What follows belongs to an exercise in optimizing a design on an open flow for small area, a short achievable clock period and few clock cycles per item; a production flow would make more cautious choices.
RTL that was checked went through simulation tests only; none was proved equivalent to the original.
The clock port is modelled as an ideal driver, which makes a skipped or thinned clock tree look cheaper than it is; a real chip needs a root buffer or a tree.
Power and IR drop assume default switching activity.

// automaton
module automaton(
    input               clk,
    input               rst,
    input [31:0]        rule,
    output reg [5:0]    row,
    output reg [5:0]    col,
    output reg          world_we,
    input               world_in,
    output reg          world_out,
    output reg          update_done);
clock: 5.0 ns
lec_check: 0
abc_clock_period_in_ps: 1700
cap_margin: 20
core_margin: 2
core_utilization: 65
cts_buf_list: sky130_fd_sc_hd__clkbuf_4 sky130_fd_sc_hd__clkbuf_8
cts_cluster_diameter: 100
cts_cluster_size: 30
setup_slack_margin: 3.5
slew_margin: 20
standard.sh (not shown) runs the stock make flow with config.mk's settings and CLKGATE_MAP_FILE= SYNTH_SCRIPT=/design/flow/synth_recipe.tcl, a recipe that flattens the netlist after the stock synthesis.
==> flow/flow/run.sh <==
#!/bin/bash
# The standard layout (standard.sh) with these changes:
#  - ports are buffered with buf_2 instead of the slow delay buffer that
#    buffer_ports picks by default;
#  - the resizer may swap cells of different footprints;
#  - flow/cts_flat.tcl replaces ORFS's cts step with a two-level clock tree
#    built by hand: the clock port drives four inverters, which drive eight
#    leaf inverters that drive the registers (every register sees the same
#    two inversions).
# Each step's output goes to its own log here.
set -euo pipefail
here=$(pwd)
export BUFFER_PORTS_ARGS="-buffer_cell sky130_fd_sc_hd__buf_2"
export FLAT_CLK_N1=4 FLAT_CLK_BUF1=sky130_fd_sc_hd__clkinv_4
export FLAT_CLK_N2=8 FLAT_CLK_BUF2=sky130_fd_sc_hd__clkinv_8
sed 's/CLKGATE_MAP_FILE= /CLKGATE_MAP_FILE= MATCH_CELL_FOOTPRINT=0 /' standard.sh > standard_own.sh
grep -q MATCH_CELL_FOOTPRINT=0 standard_own.sh
bash standard_own.sh place > place.log 2>&1
bash standard_own.sh run RUN_SCRIPT="$here/flow/cts_flat.tcl" RUN_LOG_NAME_STEM=4_1_cts > cts.log 2>&1
bash standard_own.sh finish > finish.log 2>&1
Other scripts of this flow, unchanged in this note and not shown: flow/flow/cts_flat.tcl
Next try:
- SETUP_SLACK_MARGIN: 3.5 -> 3.35
Power falls by about 3.7%.
Combinational power goes down by about 13%.
Global-route usage is lower by 1.4 points.
Final area falls by 3.9%.
Clock power shrinks by about 4%.
No run of this note included a check of the RTL's function; only the layout flow was run. In every run of this note, the design's own scripts or RTL, not TritonCTS, make the clock network.


Another version of the RTL of automaton (not shown whole).
Size in the first run: ~330 cells after synthesis, roughly 50 I/O pins, ~4900 µm² of cells after synthesis.
export LEC_CHECK = 0
export ABC_CLOCK_PERIOD_IN_PS = 1700
export CAP_MARGIN = 20
export CORE_MARGIN = 2
export CORE_UTILIZATION = 65
export CTS_BUF_LIST = sky130_fd_sc_hd__clkbuf_4 sky130_fd_sc_hd__clkbuf_8
export CTS_CLUSTER_DIAMETER = 100
export CTS_CLUSTER_SIZE = 30
export SETUP_SLACK_MARGIN = 3.35
export SLEW_MARGIN = 20
create_clock -name core_clock -period 5.0 [get_ports {clk}]
==> flow/flow/run.sh <==
#!/bin/bash
# The standard layout (standard.sh) with these changes:
#  - ports are buffered with buf_2 instead of the slow delay buffer that
#    buffer_ports picks by default;
#  - the resizer may swap cells of different footprints;
#  - flow/cts_flat.tcl replaces ORFS's cts step with a two-level clock tree
#    built by hand: the clock port drives one buffer, which drives eight leaf
#    buffers that drive the registers.
# Each step's output goes to its own log here.
set -euo pipefail
here=$(pwd)
export BUFFER_PORTS_ARGS="-buffer_cell sky130_fd_sc_hd__buf_2"
export FLAT_CLK_N1=4 FLAT_CLK_BUF1=sky130_fd_sc_hd__clkinv_8
export FLAT_CLK_N2=8 FLAT_CLK_BUF2=sky130_fd_sc_hd__clkinv_8
sed 's/CLKGATE_MAP_FILE= /CLKGATE_MAP_FILE= MATCH_CELL_FOOTPRINT=0 /' standard.sh > standard_own.sh
grep -q MATCH_CELL_FOOTPRINT=0 standard_own.sh
bash standard_own.sh place > place.log 2>&1
bash standard_own.sh run RUN_SCRIPT="$here/flow/cts_flat.tcl" RUN_LOG_NAME_STEM=4_1_cts > cts.log 2>&1
bash standard_own.sh finish > finish.log 2>&1
==> flow/flow/cts_flat.tcl <==
# Clock tree step of the layout, in place of ORFS's cts.tcl: a clock tree of
# one or two levels built by hand. The clock port drives N1 buffers or
# inverters (FLAT_CLK_N1 of FLAT_CLK_BUF1); each drives some of N2 leaf buffers
# or inverters (FLAT_CLK_N2 of FLAT_CLK_BUF2; none for a one-level tree), and
# each leaf drives the registers nearest to it, so every register's clock
# passes through the same number of cells. Groups come from a
# balanced k-means on positions. The rest is as in ORFS's cts.tcl: timing
# repair and detailed placement.
utl::set_metrics_stage "cts__{}"
source $::env(SCRIPTS_DIR)/load.tcl
erase_non_stage_variables cts
load_design 3_place.odb 3_place.sdc

set_dont_use $::env(DONT_USE_CELLS)

set n1 $::env(FLAT_CLK_N1)
set n2 $::env(FLAT_CLK_N2)
set buf1 $::env(FLAT_CLK_BUF1)
set buf2 $::env(FLAT_CLK_BUF2)

set db [ord::get_db]
set block [ord::get_db_block]
set clk_net [[$block findBTerm clk] getNet]

# points: list of {x y}; returns {assignment centers}, at most ceil(n/k) each
proc balanced_kmeans { points k } {
  set n [llength $points]
  set sx 0.0; set sy 0.0
  foreach p $points { set sx [expr {$sx + [lindex $p 0]}]; set sy [expr {$sy + [lindex $p 1]}] }
  set mx [expr {$sx / $n}]; set my [expr {$sy / $n}]
  set byang {}
  foreach p $points {
    lappend byang [list [expr {atan2([lindex $p 1] - $my, [lindex $p 0] - $mx)}] {*}$p]
  }
  set byang [lsort -real -index 0 $byang]
  set cx {}; set cy {}
  for {set j 0} {$j < $k} {incr j} {
    set p [lindex $byang [expr {int(($j + 0.5) * $n / $k)}]]
    lappend cx [lindex $p 1]; lappend cy [lindex $p 2]
  }
  set cap [expr {($n + $k - 1) / $k}]
  for {set iter 0} {$iter < 20} {incr iter} {
    set pairs {}
    set i 0
    foreach p $points {
      for {set j 0} {$j < $k} {incr j} {
        lappend pairs [list [expr {abs([lindex $p 0] - [lindex $cx $j]) + abs([lindex $p 1] - [lindex $cy $j])}] $i $j]
      }
      incr i
    }
    set pairs [lsort -real -index 0 $pairs]
    set assign [lrepeat $n -1]
    set an [lrepeat $k 0]
    foreach q $pairs {
      lassign $q d i j
      if {[lindex $assign $i] >= 0 || [lindex $an $j] >= $cap} { continue }
      lset assign $i $j
      lset an $j [expr {[lindex $an $j] + 1}]
    }
    set ax [lrepeat $k 0.0]; set ay [lrepeat $k 0.0]
    foreach p $points a $assign {
      lset ax $a [expr {[lindex $ax $a] + [lindex $p 0]}]
      lset ay $a [expr {[lindex $ay $a] + [lindex $p 1]}]
    }
    for {set j 0} {$j < $k} {incr j} {
      if {[lindex $an $j] > 0} {
        lset cx $j [expr {[lindex $ax $j] / [lindex $an $j]}]
        lset cy $j [expr {[lindex $ay $j] / [lindex $an $j]}]
      }
    }
  }
  puts "clock tree: group sizes $an"
  return [list $assign $cx $cy]
}

proc add_buffer { name cell x y in_net } {
  set master [[ord::get_db] findMaster $cell]
  set block [ord::get_db_block]
  set inst [odb::dbInst_create $block $master $name]
  set net [odb::dbNet_create $block "${name}_net"]
  $net setSigType CLOCK
  foreach it [$inst getITerms] {
    if {[$it isInputSignal]} { $it connect $in_net }
    if {[$it isOutputSignal]} { $it connect $net }
  }
  $inst setLocation [expr {int($x - [$master getWidth] / 2)}] [expr {int($y - [$master getHeight] / 2)}]
  $inst setPlacementStatus PLACED
  return $net
}

set sinks {}
set pts {}
foreach it [$clk_net getITerms] {
  set bb [[$it getInst] getBBox]
  lappend sinks $it
  lappend pts [list [expr {([$bb xMin] + [$bb xMax]) / 2.0}] [expr {([$bb yMin] + [$bb yMax]) / 2.0}]]
}
puts "clock tree: [llength $sinks] sinks, $n1 x $buf1 over $n2 x $buf2"

if {$n2 > 0} {
  lassign [balanced_kmeans $pts $n2] a2 x2 y2
  set leafpts {}
  for {set j 0} {$j < $n2} {incr j} { lappend leafpts [list [lindex $x2 $j] [lindex $y2 $j]] }
  lassign [balanced_kmeans $leafpts $n1] a1 x1 y1
  set nets1 {}
  for {set j 0} {$j < $n1} {incr j} {
    lappend nets1 [add_buffer "clkbuf_top_$j" $buf1 [lindex $x1 $j] [lindex $y1 $j] $clk_net]
  }
  set nets2 {}
  for {set j 0} {$j < $n2} {incr j} {
    lappend nets2 [add_buffer "clkbuf_leaf_$j" $buf2 [lindex $x2 $j] [lindex $y2 $j] [lindex $nets1 [lindex $a1 $j]]]
  }
} else {
  # one level: the port's buffers drive the registers
  lassign [balanced_kmeans $pts $n1] a2 x2 y2
  set nets2 {}
  for {set j 0} {$j < $n1} {incr j} {
    lappend nets2 [add_buffer "clkbuf_top_$j" $buf1 [lindex $x2 $j] [lindex $y2 $j] $clk_net]
  }
}
foreach it $sinks a $a2 {
  $it disconnect
  $it connect [lindex $nets2 $a]
}
global_connect

set_propagated_clock [all_clocks]

utl::push_metrics_stage "cts__{}__pre_repair_timing"
log_cmd estimate_parasitics -placement
utl::pop_metrics_stage

set_placement_padding -global \
  -left $::env(CELL_PAD_IN_SITES_DETAIL_PLACEMENT) \
  -right $::env(CELL_PAD_IN_SITES_DETAIL_PLACEMENT)
detailed_placement
log_cmd estimate_parasitics -placement

report_clock_skew
report_clock_min_period

repair_timing_helper
detailed_placement
check_placement -verbose

report_metrics 4 "cts final"
orfs_write_db $::env(RESULTS_DIR)/4_1_cts.odb
orfs_write_sdc $::env(RESULTS_DIR)/4_cts.sdc
Testbench counts at the start, summed over its fixed seeds: cycles 308,609, generations 48.
Rerun with:
--- a/flow/flow/run.sh
+++ b/flow/flow/run.sh
@@ -5,11 +5,12 @@
 #  - the resizer may swap cells of different footprints;
 #  - flow/cts_flat.tcl replaces ORFS's cts step with a two-level clock tree
-#    built by hand: the clock port drives one buffer, which drives eight leaf
-#    buffers that drive the registers.
+#    built by hand: the clock port drives four inverters, which drive eight
+#    leaf inverters that drive the registers (every register sees the same
+#    two inversions).
 # Each step's output goes to its own log here.
 set -euo pipefail
 here=$(pwd)
 export BUFFER_PORTS_ARGS="-buffer_cell sky130_fd_sc_hd__buf_2"
-export FLAT_CLK_N1=4 FLAT_CLK_BUF1=sky130_fd_sc_hd__clkinv_8
+export FLAT_CLK_N1=4 FLAT_CLK_BUF1=sky130_fd_sc_hd__clkinv_4
 export FLAT_CLK_N2=8 FLAT_CLK_BUF2=sky130_fd_sc_hd__clkinv_8
 sed 's/CLKGATE_MAP_FILE= /CLKGATE_MAP_FILE= MATCH_CELL_FOOTPRINT=0 /' standard.sh > standard_own.sh
--- a/flow/config.mk
+++ b/flow/config.mk
@@ -9,5 +9,5 @@
 export CAP_MARGIN = 20
 export CORE_MARGIN = 2
-export CORE_UTILIZATION = 65
+export CORE_UTILIZATION = 75
 export CTS_BUF_LIST = sky130_fd_sc_hd__clkbuf_4 sky130_fd_sc_hd__clkbuf_8
 export CTS_CLUSTER_DIAMETER = 100
Effect:
- cell count falls by 5.1%
- wire length came out higher by 4.2%
- area after synthesis stays the same
- global-route usage rises by 4.0 points
- combinational power climbs by about 3%
- sequential power barely changes
- maximum frequency goes down by 8.6%
- die area drops by 13%
- synthesized cell count stays the same
- via count came out higher by 1.8%
Rerun with:
--- a/flow/config.mk
+++ b/flow/config.mk
@@ -6,8 +6,9 @@
 export NUM_CORES = 4
 export LEC_CHECK = 0
+export ABC_AREA = 1
 export ABC_CLOCK_PERIOD_IN_PS = 1700
 export CAP_MARGIN = 20
 export CORE_MARGIN = 2
-export CORE_UTILIZATION = 75
+export CORE_UTILIZATION = 65
 export CTS_BUF_LIST = sky130_fd_sc_hd__clkbuf_4 sky130_fd_sc_hd__clkbuf_8
 export CTS_CLUSTER_DIAMETER = 100
Outcome:
- synthesized area rises by 4.4%
- via count went up by 10%
- die area increases by 19%
Rerun with:
--- a/flow/config.mk
+++ b/flow/config.mk
@@ -6,5 +6,4 @@
 export NUM_CORES = 4
 export LEC_CHECK = 0
-export ABC_AREA = 1
 export ABC_CLOCK_PERIOD_IN_PS = 1700
 export CAP_MARGIN = 20
@@ -14,4 +13,4 @@
 export CTS_CLUSTER_DIAMETER = 100
 export CTS_CLUSTER_SIZE = 30
-export SETUP_SLACK_MARGIN = 3.35
+export SETUP_SLACK_MARGIN = 3.25
 export SLEW_MARGIN = 20
Outcome: The new run produced a clean layout; setup slack loses 57 ps; cell count went down by about 18%; design area decreases by about 4.6%.
Rerun with:
--- a/flow/flow/run.sh
+++ b/flow/flow/run.sh
@@ -5,7 +5,6 @@
 #  - the resizer may swap cells of different footprints;
 #  - flow/cts_flat.tcl replaces ORFS's cts step with a two-level clock tree
-#    built by hand: the clock port drives four inverters, which drive eight
-#    leaf inverters that drive the registers (every register sees the same
-#    two inversions).
+#    built by hand: the clock port drives one buffer, which drives eight leaf
+#    buffers that drive the registers.
 # Each step's output goes to its own log here.
 set -euo pipefail
--- a/flow/config.mk
+++ b/flow/config.mk
@@ -13,4 +13,4 @@
 export CTS_CLUSTER_DIAMETER = 100
 export CTS_CLUSTER_SIZE = 30
-export SETUP_SLACK_MARGIN = 3.25
+export SETUP_SLACK_MARGIN = 3.35
 export SLEW_MARGIN = 20
=>
- clock power stays flat
- flip-flop and latch count is unchanged
- sequential share of layout area decreases by 0.83 points
- global-route usage increases by 0.11 points
- critical path depth decreases by 4
- design area increases by 1.4%
- maximum frequency increases by about 3%
- via count increases by about 2.8%
- wire length increases by 5.8%
- synthesized area stays the same
No run of this note takes its clock network from TritonCTS; it comes from the design's own scripts or RTL.

[what the ideal ports hide]
In the flow no input, the clock included, has a driving cell. The finished layouts below were timed again as built, in two steps. Step 1: set_driving_cell puts a clkbuf_16 on clk and a buf_2 on each other input, an assumption about the parent block. Step 2 times the ports against the registers' clock, not the clock port: input delays grow and output delays shrink by t, the midpoint of the rising clock arrivals with the driver on. Three values: ideal ports, drivers, drivers and shift; two values: the first two.
run | t, ns | slack for setup (ns) | worst hold slack (ns) | slew at the worst register clock pin (ns)
the first run of note 1 | 0.263 | 3.373 / 3.283 / 3.289 | 0.419 / 0.419 / 0.419 | 0.08 / 0.08
the second run of note 1 | 0.259 | 3.379 / 3.290 / 3.303 | 0.412 / 0.412 / 0.412 | 0.07 / 0.07
the first run of note 2 | 0.264 | 3.398 / 3.286 / 3.310 | 0.412 / 0.413 / 0.413 | 0.07 / 0.07
the second run of note 2 | 0.265 | 3.248 / 3.248 / 3.248 | 0.405 / 0.405 / 0.405 | 0.07 / 0.07
the third run of note 2 | 0.254 | 3.386 / 3.298 / 3.393 | 0.416 / 0.416 / 0.416 | 0.07 / 0.07
the fourth run of note 2 | 0.258 | 3.328 / 3.302 / 3.310 | 0.421 / 0.421 / 0.421 | 0.07 / 0.07
the fifth run of note 2 | 0.266 | 3.379 / 3.286 / 3.307 | 0.411 / 0.412 / 0.412 | 0.07 / 0.07
After both steps every run listed still meets setup and hold. The setup slack of the first run of note 2, which loses most, moves by -0.112 ns with the drivers and by -0.088 ns with both steps.
